Background: an optimization exercise with open tools, aiming at small area, a short achievable clock period and few clock cycles per item. Do not read the settings as production practice.
Where RTL was checked, it was by simulation tests only, not by an equivalence proof against the original.
Power is estimated from default activity; no workload was simulated.

Setup of JK:
==> flow/design.v (excerpt) <==
module  ATCONV(
	input		clk,
	input		reset,
	output 	    busy,
	input		ready,
	output reg	[11:0]	iaddr,
	input signed [12:0]	idata,
	output	reg 	cwr,
	output  reg	[11:0]	caddr_wr,
	output reg 	[12:0] 	cdata_wr,
	output	reg 	crd,       
	output  reg	[11:0] 	caddr_rd,
	input 	[12:0] 	cdata_rd,
	output reg 	csel
	);
	localparam K = 4;           
	localparam L = K + 2;       
	function [12:0] inc13;
		input [12:0] x;
		input ci;
		reg c;
		integer i;
		begin
			c = ci;
			for (i = 0; i < 13; i = i + 1) begin
				inc13[i] = x[i] ^ c;
				c = c & x[i];
			end
		end
	endfunction
	reg        run;
	reg        busy_r;    
	reg [2:0]  ci;
	reg [5:0]  s;
	reg        cp;
	reg [4:0]  b;
	assign busy = busy_r;
	wire tail   = b[4] & (s == 6'd2);
	wire last_i = tail ? (ci == 3'd4) : (ci == L-1);
	reg [2:0] n_ci;
	reg [5:0] n_s;
	reg       n_cp;
	reg [4:0] n_b;
	always @(*) begin
		n_ci = ci + 3'd1;
		n_s  = s;
		n_cp = cp;
		n_b  = b;
		if (last_i) begin
			n_ci = 3'd0;
			if (b[4]) begin
				if (s != 6'd2) n_s = s + 6'd1;
			end else if (s == 6'd32) begin
				n_s = cp ? 6'd0 : 6'd1;
				n_cp = ~cp;
				if (cp) n_b = b + 5'd1;
			end else
				n_s = s + 6'd1;
		end
	end
	wire [7:0] row  = {b[4:1], 3'b000} + {7'd0, b[0]} + {4'd0, ci, 1'b0} - 8'd2;
	wire [5:0] rowc = row[7] ? 6'd0 : (row[6] ? 6'd63 : row[5:0]);
	wire [5:0] sm1  = s - 6'd1;
	wire [5:0] s32  = 6'd32 - s;
	wire [5:0] col  = cp ? ((s == 6'd0) ? 6'd0 : {sm1[4:0], 1'b1})
	                     : ((s == 6'd0) ? 6'd63 : {s32[4:0], 1'b0});
	wire fl = (s == 6'd0) | (cp & (s == 6'd1));    
	wire wv = (ci >= 3'd2) & (((s >= 6'd2) & ~b[4]) | (fl & ((b != 5'd0) | cp)));
	reg [12:0] pix, x1, x2;
	always @(posedge clk) begin
		pix <= idata;
		x1  <= pix;
		x2  <= x1;
	end
	reg [3:0] wvp;           
	reg [2:0] flp;           
	always @(posedge clk or posedge reset) begin
		if (reset) begin
			wvp <= 4'b0000;
			flp <= 3'b000;
		end else begin
			wvp <= {wvp[2:0], wv & run};
			flp <= {flp[1:0], fl};
		end
	end
  ...
For scale: roughly 1400 cells after synthesis, roughly 16000 um^2 of cells after synthesis.
Settings: LEC_CHECK=0, CAP_MARGIN=20, CORE_MARGIN=2, CORE_UTILIZATION=40, CTS_CLUSTER_DIAMETER=100, CTS_CLUSTER_SIZE=30, SLEW_MARGIN=20; clock period 10.0 ns.
standard.sh (not shown) runs the stock make flow with config.mk's settings and CLKGATE_MAP_FILE= SYNTH_SCRIPT=/design/flow/synth_recipe.tcl, a recipe that flattens the netlist after the stock synthesis.
==> flow/flow/run.sh <==
#!/bin/bash
set -euo pipefail
export BUFFER_PORTS_ARGS="-buffer_cell sky130_fd_sc_hd__buf_2"
export SETUP_SLACK_MARGIN=6.9
bash standard.sh > standard.log 2>&1
Testbench counts of JK, summed over its fixed seeds: cycles 216,096, images 32.
## Diff of input files: MS against JK
--- a/flow/design.v
+++ b/flow/design.v
@@ -12,14 +12,37 @@
 	output	reg 	crd,       
 	output  reg	[11:0] 	caddr_rd,
 	input 	[12:0] 	cdata_rd,
 	output reg 	csel
 	);
 	localparam K = 4;           
 	localparam L = K + 2;       
+	function gt13;
+		input [12:0] a, b;
+		reg g;
+		integer i;
+		begin
+			g = 1'b0;
+			for (i = 0; i < 13; i = i + 1)
+				g = (a[i] & ~b[i]) | (~(a[i] ^ b[i]) & g);
+			gt13 = g;
+		end
+	endfunction
+	function [9:0] dec10;
+		input [9:0] x;
+		reg c;
+		integer i;
+		begin
+			c = 1'b1;
+			for (i = 0; i < 10; i = i + 1) begin
+				dec10[i] = x[i] ^ c;
+				c = c & ~x[i];
+			end
+		end
+	endfunction
 	function [12:0] inc13;
 		input [12:0] x;
 		input ci;
 		reg c;
 		integer i;
 		begin
 			c = ci;
@@ -149,21 +172,21 @@
 	wire        r_same = ({1'b0, pg} < rg) | (({1'b0, pg} == b[4:1]) & lst & ({1'b0, pj} + 6'd4 <= s));
 	wire        r_j1   = ({1'b0, pg} < rg) | (({1'b0, pg} == b[4:1]) & lst & ({1'b0, pj} + 6'd5 <= s));
 	wire        r_g1   = ~pg1[3] & ((pg1 < rg) | ((pg1 == b[4:1]) & lst & (s >= 6'd4)));
 	wire        pen_n  = ~pc[12] & ((~pst | (pc[3:2] != 2'b11)) ? r_same :
 	                                (pj != 5'd31) ? r_j1 : r_g1);
 	wire rd_next = run & ~done & ((ci == st) ? pen :
 	               ((ci == st + 3'd1) | (ci == 3'd0) | (ci == 3'd1)) ? pst : 1'b0);
-	wire [9:0]  l1a = pc[11:2] - 10'd1;
+	wire [9:0]  l1a = dec10(pc[11:2]);
 	wire [8:0]  mxi = mx[12:4] + 9'd1;
 	wire [12:0] l1 = (mx[3:0] != 4'd0) ? {mxi, 4'b0000} : mx;
 	wire wr1  = (ci == wc) & pwp;
 	always @(posedge clk) begin
 		rdr <= cdata_rd;
-		if (rv) mx <= (r0 | (rdr > mx)) ? rdr : mx;
+		if (rv) mx <= (r0 | gt13(rdr, mx)) ? rdr : mx;
 		crd <= rd_next;
 		pen <= pen_n;
 		caddr_rd <= (run & ~done) ? {pcn[11:9], pcn[3:2], pcn[1], pcn[8:4], pcn[0]} : 12'd0;
 		cdata_wr <= wr1 ? l1 : l0;
 		caddr_wr <= wr1 ? {2'b00, l1a[9:7], l1a[1:0], l1a[6:2]} : {wrow, wcol};
 		if (!run) iaddr <= 12'd63;
 		else iaddr <= {rowc, col};
Results
Setup total negative slack delta (MS -> JK): insignificant. Summary: worst setup slack, MS worse than JK. Comparing post-route minimum period for JK and MS, the bigger number came from MS. Compared with JK, post-layout total power in MS decreased by a few percent. Number of nets produced by synthesis ends up higher on JK.
Function not checked in MS: the RTL went through the layout flow alone.

==> re-timing with driven ports <==
No port has a modelled driver above. Below, the same layouts with a new extraction and two added sets of constraints. Step 1 sets driving cells, clkbuf_16 on the clock port and buf_2 on the other inputs (assumed; they add their load-dependent delay and slew). Step 2 adds t to the input delays and takes it off the output delays; t is the mean of the earliest and latest rising clock arrival at the registers after step 1. Input paths then give back, and output paths get back, about the clock's delay inside the block. a / b / c = ideal / step 1 / step 2; a / b = the first two.
| run | shift t [ns] | setup WS [ns] | hold WS [ns] | latest minus earliest clock arrival (ns) | pins driven straight from the clock port |
|---|---|---|---|---|---|
| JK | 0.573 | 6.966 / 6.913 / 6.906 | 0.316 / 0.316 / 0.316 | 0.023 / 0.023 | 1 |
| MS | 0.579 | 6.907 / 6.854 / 6.942 | 0.322 / 0.322 / 0.322 | 0.023 / 0.023 | 1 |
After both steps setup and hold are still met in every run listed. The setup slack of JK, which loses most, moves by -0.053 ns with the drivers and by -0.060 ns with both steps.
